Source: an optimization exercise on an open RTL-to-GDS flow (aim: small area, a short achievable clock period and few clock cycles per item). Production flows keep margins and buffers that such runs may drop.
In this exercise RTL edits were held to simulation tests only and were not proved equivalent to the original.

Setup of JK:
## dct_4x4_core
module dct_4x4_core (
    input          clk,
    input          reset,
    input          i_valid,
    output         i_ready,
    input  [255:0] i_data,
    output         o_valid,
    input          o_ready,
    output [255:0] o_data
);
Size: ~370 flip-flops, about 520 I/O pins, about 42000 um^2 of cells after synthesis.
clock: 5.0 ns
lec_check: 0
cap_margin: 20
core_margin: 2
core_utilization: 60
place_density: 0.75
setup_slack_margin: 2.5
slew_margin: 20
run.sh (not shown) runs the stock make flow with config.mk's settings and CLKGATE_MAP_FILE= SYNTH_SCRIPT=/design/flow/synth_recipe.tcl, a recipe that flattens the netlist after the stock synthesis.
JK never completed; the flow aborted with a tool error in global routing (5_1_grt).
Testbench counts of JK, summed over its fixed seeds: cycles 2,064, items 2,048.
Inputs modified between JK and MS:
Settings: swapping 60 for 40 in CORE_UTILIZATION; swapping 2.5 for 1.1 in SETUP_SLACK_MARGIN; swapping 0.75 for 0.6 in PLACE_DENSITY; putting TNS_END_PERCENT at 10 where nothing was set.
[summary]
MS | stages: all done | timing, DRC, antenna: all pass
From JK to MS, mean instance size in the synthesized netlist did not move at all.
Between JK and MS, the flow reports total cell area at the placement stage decreasing slightly.
From JK to MS, mux share of post-synthesis cell area did not move at all.
MS — final HPWL from detailed placement about 7% higher, JK as reference
MS reports a lower initial cell density of the core than JK does.
Looking at total instance count after detailed placement, MS sits 453 higher than JK does.
The height of the chip of MS exceeds that of JK by 60 um.
The following lists how AL was set up differently from MS:
Settings: SETUP_SLACK_MARGIN now 0.8, was 1.1.
Findings:
For worst hold slack, MS and AL come out practically identical. AL vs MS: routed wire length down. Sort AL and MS by part of the cycle the worst path needs, descending, and AL comes first. The lower number of fill cells in the layout of AL and MS is in MS.
Edits applied to the flow inputs when going from AL to TR:
Settings: SETUP_SLACK_MARGIN changed from 0.8 to 1.5; TNS_END_PERCENT removed (was 10); CORE_UTILIZATION changed from 40 to 60; PLACE_DENSITY changed from 0.6 to 0.75.
==> comparison <==
Diff AL..TR | synthesized netlist cell count | unchanged
Compared with AL, in TR worst slack on hold paths went down by 0.010 ns; count of cells resized by post-cts repair higher.
No stage failed in TR, and the final checks on the layout all came back clean.

* * *

## build 86
Another version of the RTL of dct_4x4_core (not shown whole).
For scale: roughly 6100 cells after synthesis, ~520 I/O pins, roughly 44000 sq um of cells after synthesis.
export LEC_CHECK = 0
export CAP_MARGIN = 20
export CORE_MARGIN = 2
export CORE_UTILIZATION = 50
export PLACE_DENSITY = 0.65
export SETUP_SLACK_MARGIN = 2.0
export SLEW_MARGIN = 20
create_clock -name core_clock -period 5.0 [get_ports {clk}]
standard.sh (not shown) runs the stock make flow with config.mk's settings and CLKGATE_MAP_FILE= SYNTH_SCRIPT=/design/flow/synth_recipe.tcl, a recipe that flattens the netlist after the stock synthesis.
==> flow/flow/run.sh <==
#!/bin/bash
# Layout flow: the standard ORFS flow (standard.sh), with two synthesis
# changes so that ABC maps the whole datapath for a delay target:
#  - Yosys's full/half-adder extraction is skipped (ADDER_MAP_FILE empty);
#  - ABC runs flow/abc_speed.script (delay-targeted map) in place of ORFS's
#    abc_speed.script, through a copy of ORFS's scripts folder that differs
#    only in that file.
# Synthesis is otherwise synth_recipe.tcl unchanged (same registers and names);
# floorplan to final layout is standard.sh unchanged.
set -euo pipefail
S="$PWD/scripts_abc"
rm -rf "$S"
cp -r "$FLOW_HOME/scripts" "$S"
cp flow/abc_speed.script "$S/abc_speed.script"
bash standard.sh SCRIPTS_DIR="$S" ADDER_MAP_FILE= synth > synth.log 2>&1
bash standard.sh > layout.log 2>&1
==> flow/flow/abc_speed.script <==
strash
dch
map -D 1750
topo
buffer -c
upsize -c -D 1750
dnsize -c -D 1750
Build 86 reached the end of the flow, and the finished layout is clean on the timing, design-rule and antenna checks.
Testbench counts of build 86, summed over its fixed seeds: cycles 2,072, items 2,048.
[inputs] build 53 vs build 86
- swapping 50 for 55 in CORE_UTILIZATION
- swapping 0.65 for 0.7 in PLACE_DENSITY
--- a/flow/flow/abc_speed.script
+++ b/flow/flow/abc_speed.script
@@ -7,0 +8,7 @@
+strash
+dch
+map -D 1750
+topo
+buffer -c
+upsize -c -D 1750
+dnsize -c -D 1750
## What came out
- Cell count came out lower on build 53 than on build 86.
- Re number of buffer cells added on primary ports: no difference whatsoever between build 86 and build 53.
- Area: build 53 vs build 86 -> build 53 larger
- The lower minimum period implied by the final worst setup slack came out of build 86.
- From build 86 to build 53 the numbers moved as follows: routed metal-1 wire length shows a reduction of about 6.5%; per-cell routed wire length grew by 5.7%.
Modified inputs, build 11 compared to build 53
- SETUP_SLACK_MARGIN now 2.4, was 2.0
==> flow/flow/abc_speed.script <==
strash
dch
map -D 1750
topo
buffer -c
upsize -c -D 1750
dnsize -c -D 1750
--- outcome ---
- | number of diodes | higher: build 11 |
- Critical path data arrival time is higher on build 11
- Global-route usage was lower in the run labelled build 53.
- Filler-free cell count of the finished design, build 11 vs build 53: up by more than 10%
- Build 53 → build 11: time the final worst path needs with I/O delays and setup now sits higher, area of the die now sits higher.
> inputs changed (build 11 -> build 87)
- CORE_UTILIZATION: 55 -> 65
- SETUP_SLACK_MARGIN: 2.4 -> 2.0
- PLACE_DENSITY: 0.7 -> 0.8
Build 87 against build 11: core utilization went down by 5.4 points; fmax went up by about 22%; final wirelength went down by 50000 microns; horizontal die dimension went down by 7.9%.
Build 87 ends up with a first-pass GRT wire length that is 9.9% lower than in build 11.
Diff build 11 -> build 87: antenna diode instance count -14, total core area -15%, met1 track demand over resource in global routing +2.8 points, total number of tap cells -17%.
Against build 11, total via count after detailed routing in build 87 came out better.
The following lists how build 41 was set up differently from build 87:
- swapping 0.8 for 0.7 in PLACE_DENSITY
- swapping 2.0 for 1.9 in SETUP_SLACK_MARGIN
- swapping 65 for 55 in CORE_UTILIZATION
--- a/flow/flow/abc_speed.script
+++ b/flow/flow/abc_speed.script
@@ -7,0 +8,7 @@
+strash
+dch
+map -D 1750
+topo
+buffer -c
+upsize -c -D 1750
+dnsize -c -D 1750
Results
- Build 41 completed; timing, DRC and antenna clean
- Going from build 87 to build 41, per-cell routed wire length lost 1.1 microns; fraction of layout cells with a size suffix above 1 lost 2.3 points.
- Final cycle utilization of the critical path, build 87 and build 41: lower on build 41
- For the area occupied by multi-input gates, build 41 came in 5.0% lower than build 87 did.
- Against build 87, number of buffers other than clock buffers in the final layout in build 41 fell by a few percent.
- Build 41: setup slack after layout is 0.043 ns higher than what build 87 reported.

* * *

run 3:
Starting RTL as in the previous note.
Design dct_4x4_core, start of the top module:
module dct_4x4_core (
    input          clk,
    input          reset,
    input          i_valid,
    output         i_ready,
    input  [255:0] i_data,
    output         o_valid,
    input          o_ready,
    output [255:0] o_data
);
export LEC_CHECK = 0
export CAP_MARGIN = 20
export CORE_MARGIN = 2
export CORE_UTILIZATION = 55
export PLACE_DENSITY = 0.7
export SETUP_SLACK_MARGIN = 0.6
export SLEW_MARGIN = 20
create_clock -name core_clock -period 5.0 [get_ports {clk}]
==> flow/flow/abc_speed.script <==
strash
dch
map -D 2000
topo
buffer -c
upsize -c -D 2000
dnsize -c -D 2000
Scripts as last shown in full above: flow/flow/run.sh
Run 3 finished every step from synthesis to the final layout, and the layout passed the timing, design-rule and antenna checks.
Testbench counts of run 3, summed over its fixed seeds: cycles 2,072, items 2,048.
The following lists how run 1 was set up differently from run 3:
# run 3
export LEC_CHECK = 0
export CAP_MARGIN = 20
export CORE_MARGIN = 2
export CORE_UTILIZATION = 55
export PLACE_DENSITY = 0.7
export SETUP_SLACK_MARGIN = 0.6
export SLEW_MARGIN = 20
create_clock -name core_clock -period 5.0 [get_ports {clk}]
# run 1
export LEC_CHECK = 0
export CAP_MARGIN = 20
export CORE_MARGIN = 2
export CORE_UTILIZATION = 40
export PLACE_DENSITY = 0.6
export SETUP_SLACK_MARGIN = 1.8
export SLEW_MARGIN = 20
create_clock -name core_clock -period 5.0 [get_ports {clk}]
==> flow/run.sh (new file) <==
#!/bin/bash
# synth_recipe.tcl (not shown) runs the flow's synth.tcl, then flattens the netlist and writes it again
# the make line also repeats each setting of config.mk as NAME=value (left out here)
make -C /OpenROAD-flow-scripts/flow DESIGN_CONFIG=/design/flow/config.mk WORK_HOME=/design/flow/orfs CLKGATE_MAP_FILE= SYNTH_SCRIPT=/design/flow/synth_recipe.tcl finish
removed: flow/flow/run.sh
removed: flow/flow/abc_speed.script
removed: flow/standard.sh
Run 1: full flow OK, the timing, design-rule and antenna checks passed. Compared with run 3, run 1 shows number of tap instances higher by 45%. Full die area (run 1 over run 3): increase, 38,000 um^2. Compared to run 3, run 1 leaves more free space in the core. The multi-input logic portion of the cell area in run 1 sits 5.9 points above the value recorded for run 3. A critical path startpoint of S12_3_q[0] is what run 1 shows, while d12_1_q[1] belongs to run 3. From run 3 to run 1 the numbers moved as follows: wire length after detailed routing shows an increase of 18%.

* * *

## maple
dct_4x4_core again, from the RTL that the note above started with.
Settings: LEC_CHECK=0, CAP_MARGIN=20, CORE_MARGIN=2, CORE_UTILIZATION=55, PLACE_DENSITY=0.7, SETUP_SLACK_MARGIN=2.0, SLEW_MARGIN=20; clock period 5.0 ns.
==> flow/flow/run.sh <==
#!/bin/bash
# Layout flow: the standard ORFS flow (standard.sh), with two synthesis
# changes so that ABC maps the whole datapath for a delay target:
#  - Yosys's full/half-adder extraction is skipped (ADDER_MAP_FILE empty);
#  - ABC runs flow/abc_speed.script (delay-targeted map) in place of ORFS's
#    abc_speed.script, through a copy of ORFS's scripts folder that differs
#    only in that file.
# Synthesis is otherwise synth_recipe.tcl unchanged (same registers and names);
# floorplan to final layout is standard.sh unchanged.
set -euo pipefail
S="$PWD/scripts_abc"
rm -rf "$S"
cp -r "$FLOW_HOME/scripts" "$S"
cp flow/abc_speed.script "$S/abc_speed.script"
bash standard.sh SCRIPTS_DIR="$S" ADDER_MAP_FILE= synth > synth.log 2>&1
bash standard.sh > layout.log 2>&1
==> flow/flow/abc_speed.script <==
strash
dch
map -D 1650
topo
buffer -c
upsize -c -D 1650
dnsize -c -D 1650
maple reached the end of the flow, and the finished layout is clean on the timing, design-rule and antenna checks.
Testbench counts of maple, summed over its fixed seeds: cycles 2,072, items 2,048.
The inputs of indigo differ from those of maple as listed below.
# maple
export LEC_CHECK = 0
export CAP_MARGIN = 20
export CORE_MARGIN = 2
export CORE_UTILIZATION = 55
export PLACE_DENSITY = 0.7
export SETUP_SLACK_MARGIN = 2.0
export SLEW_MARGIN = 20
create_clock -name core_clock -period 5.0 [get_ports {clk}]
# indigo
export LEC_CHECK = 0
export CAP_MARGIN = 20
export CORE_MARGIN = 2
export CORE_UTILIZATION = 55
export PLACE_DENSITY = 0.7
export SETUP_SLACK_MARGIN = 1.9
export SLEW_MARGIN = 20
create_clock -name core_clock -period 5.0 [get_ports {clk}]
==> flow/flow/abc_speed.script <==
strash
dch
map -D 2000
topo
buffer -c
upsize -c -D 2000
dnsize -c -D 2000
==> summary.txt <==
Diff maple -> indigo: area after synthesis -5.5%, worst hold slack across all endpoints ~0 delta, critical path depth +1, area taken by multi-input logic gates -5.9%.
indigo vs. maple: detailed-route wire length went down by about 9%.
Summary: with maple as the reference, final cell count in indigo moved down by a few percent.
NOTE number of placement rows maple->indigo decreased slightly
Final-layout clock-cell area share essentially unchanged between maple and indigo.
### indigo -> zinc
==> flow/flow/abc_speed.script <==
strash
dch
map -D 1750
topo
buffer -c
upsize -c -D 1750
dnsize -c -D 1750
==> comparison <==
Capturing element of the worst setup path: i_ready -> zinc, y21_q[12] -> indigo
Lower placed wire-length estimate among indigo and zinc: indigo
zinc — setup slack 0.074 ns higher, indigo as reference
Diff indigo -> zinc | final area | decrease of 0.0025 mm2
Deepest level of the CTS H-tree came out exactly the same in indigo and zinc.
On number of diodes, the lower figure sits with zinc, not indigo.
Compared with indigo, in zinc sequential cell count shows no meaningful change, total wire length shows a reduction of 0.66%.
zinc against indigo; maximum clock frequency is up by a few percent.
Input-level comparison between ember and zinc:
# zinc
export LEC_CHECK = 0
export CAP_MARGIN = 20
export CORE_MARGIN = 2
export CORE_UTILIZATION = 55
export PLACE_DENSITY = 0.7
export SETUP_SLACK_MARGIN = 1.9
export SLEW_MARGIN = 20
create_clock -name core_clock -period 5.0 [get_ports {clk}]
# ember
export LEC_CHECK = 0
export CAP_MARGIN = 20
export CORE_MARGIN = 2
export CORE_UTILIZATION = 55
export PLACE_DENSITY = 0.7
export SETUP_SLACK_MARGIN = 1.1
export SLEW_MARGIN = 20
create_clock -name core_clock -period 5.0 [get_ports {clk}]
==> flow/flow/abc_speed.script <==
strash
dch
map -D 2000
topo
buffer -c
upsize -c -D 2000
dnsize -c -D 2000
## What came out
zinc → ember: half-perimeter wire length after detailed placement now smaller; post-cts gate resize count fell by 15. The higher actual slew at the worst max-slew pin came out of ember. ember vs. zinc: met2 routing resource usage after global routing now sits higher; gate count after technology mapping went down; buffers inserted during post-CTS setup optimization dropped 3; count of cell instances traversed by the critical path increased by 14 relative to the old numbers; register area share after synthesis increased by 1.2 points relative to the old numbers.
Input-level comparison between pepper and ember:
# ember
export LEC_CHECK = 0
export CAP_MARGIN = 20
export CORE_MARGIN = 2
export CORE_UTILIZATION = 55
export PLACE_DENSITY = 0.7
export SETUP_SLACK_MARGIN = 1.1
export SLEW_MARGIN = 20
create_clock -name core_clock -period 5.0 [get_ports {clk}]
# pepper
export LEC_CHECK = 0
export CAP_MARGIN = 20
export CORE_MARGIN = 2
export CORE_UTILIZATION = 55
export PLACE_DENSITY = 0.7
export SETUP_SLACK_MARGIN = 2.1
export SLEW_MARGIN = 20
create_clock -name core_clock -period 5.0 [get_ports {clk}]
==> flow/flow/abc_speed.script <==
strash
dch
map -D 1600
topo
buffer -c
upsize -c -D 1600
dnsize -c -D 1600
==> summary.txt <==
[diff] worst setup slack after layout, pepper relative to ember: improvement
On met1 routing resource usage after global routing, the lower figure sits with ember, not pepper.
Re worst-skew pair later-pin latency: pepper is 0.04 ns up on ember.
Summary — number of multi-input combinational cells in the layout, pepper relative to ember: higher, by 831.
Going from ember to pepper, CTS sink count did not really move, async set-or-reset flop fraction in the synthesized netlist did not really move.
pepper vs ember: routed wire length up in pepper
[inputs] sierra vs pepper
# pepper
export LEC_CHECK = 0
export CAP_MARGIN = 20
export CORE_MARGIN = 2
export CORE_UTILIZATION = 55
export PLACE_DENSITY = 0.7
export SETUP_SLACK_MARGIN = 2.1
export SLEW_MARGIN = 20
create_clock -name core_clock -period 5.0 [get_ports {clk}]
# sierra
export LEC_CHECK = 0
export CAP_MARGIN = 20
export CORE_MARGIN = 2
export CORE_UTILIZATION = 55
export PLACE_DENSITY = 0.7
export SETUP_SLACK_MARGIN = 1.8
export SLEW_MARGIN = 20
create_clock -name core_clock -period 5.0 [get_ports {clk}]
==> flow/flow/abc_speed.script <==
strash
dch
map -D 1750
topo
buffer -c
upsize -c -D 1750
dnsize -c -D 1750
## What came out
- Compare pepper and sierra | met2 capacity usage during global routing lower: sierra
- pepper leaves more setup margin than sierra.
- Taking pepper as the reference, in sierra cell area down 13%; utilization after layout dropped 5.3 points; peak per-stage delay on the critical path picked up an extra 0.04 ns.
- pepper vs sierra, kind of critical path: register to register vs input port to output pin
- Summary of sierra over pepper: via count decreased 6400; cell count fell 10%; final critical-path share of the clock period climbed 3.4 points; total met3 wirelength after detailed routing went down by 3.2%.

==> port drivers added, routing unchanged <==
The results above use ideal ports. As a check the final layouts listed here were re-extracted and re-timed, cells and wires unchanged. Step 1 assumes that a clkbuf_16 drives the clock port and a buf_2 every other input. Step 2 times the ports against the registers' clock, not the clock port: input delays grow and output delays shrink by t, the midpoint of the rising clock arrivals with the driver on. Slacks: ideal / step 1 / step 2; pairs: ideal / step 1.
run | t (ns) | slack for setup (ns) | worst setup path after step 2 | worst register clock-pin slew, ns | pins driven straight from the clock port
MS | 0.655 | 0.826 / 0.761 / 0.322 | input to register | 0.06 / 0.06 | 1
AL | 0.649 | 0.584 / 0.521 / 0.217 | input to register | 0.07 / 0.07 | 1
TR | 0.648 | 0.714 / 0.653 / 0.871 | input to register | 0.07 / 0.07 | 1
build 86 | 0.724 | 1.936 / 1.936 / 1.400 | input to register | 0.07 / 0.07 | 1
build 53 | 0.701 | 1.873 / 1.873 / 1.404 | input to register | 0.08 / 0.08 | 1
build 11 | 0.744 | 1.213 / 1.213 / 1.213 | register to register | 0.10 / 0.10 | 1
build 87 | 0.705 | 1.886 / 1.886 / 1.339 | input to register | 0.07 / 0.07 | 1
build 41 | 0.701 | 1.929 / 1.929 / 1.295 | input to register | 0.08 / 0.08 | 1
run 3 | 0.701 | 1.489 / 1.489 / 1.147 | input to register | 0.07 / 0.07 | 1
run 1 | 0.712 | 0.996 / 0.996 / 0.996 | register to register | 0.07 / 0.07 | 1
maple | 0.707 | 1.987 / 1.987 / 1.431 | input to register | 0.07 / 0.07 | 1
indigo | 0.704 | 1.863 / 1.863 / 1.362 | input to register | 0.07 / 0.07 | 1
zinc | 0.723 | 1.937 / 1.912 / 1.348 | input to register | 0.07 / 0.07 | 1
ember | 0.701 | 1.489 / 1.489 / 1.147 | input to register | 0.07 / 0.07 | 1
pepper | 0.730 | 2.013 / 2.013 / 1.455 | input to register | 0.07 / 0.07 | 1
sierra | 0.723 | 1.842 / 1.817 / 1.313 | input to register | 0.07 / 0.07 | 1
After both steps every run listed still meets setup and hold. For build 41, which loses most, drivers alone change the setup slack by 0.000 ns; drivers and shift together by -0.634 ns.
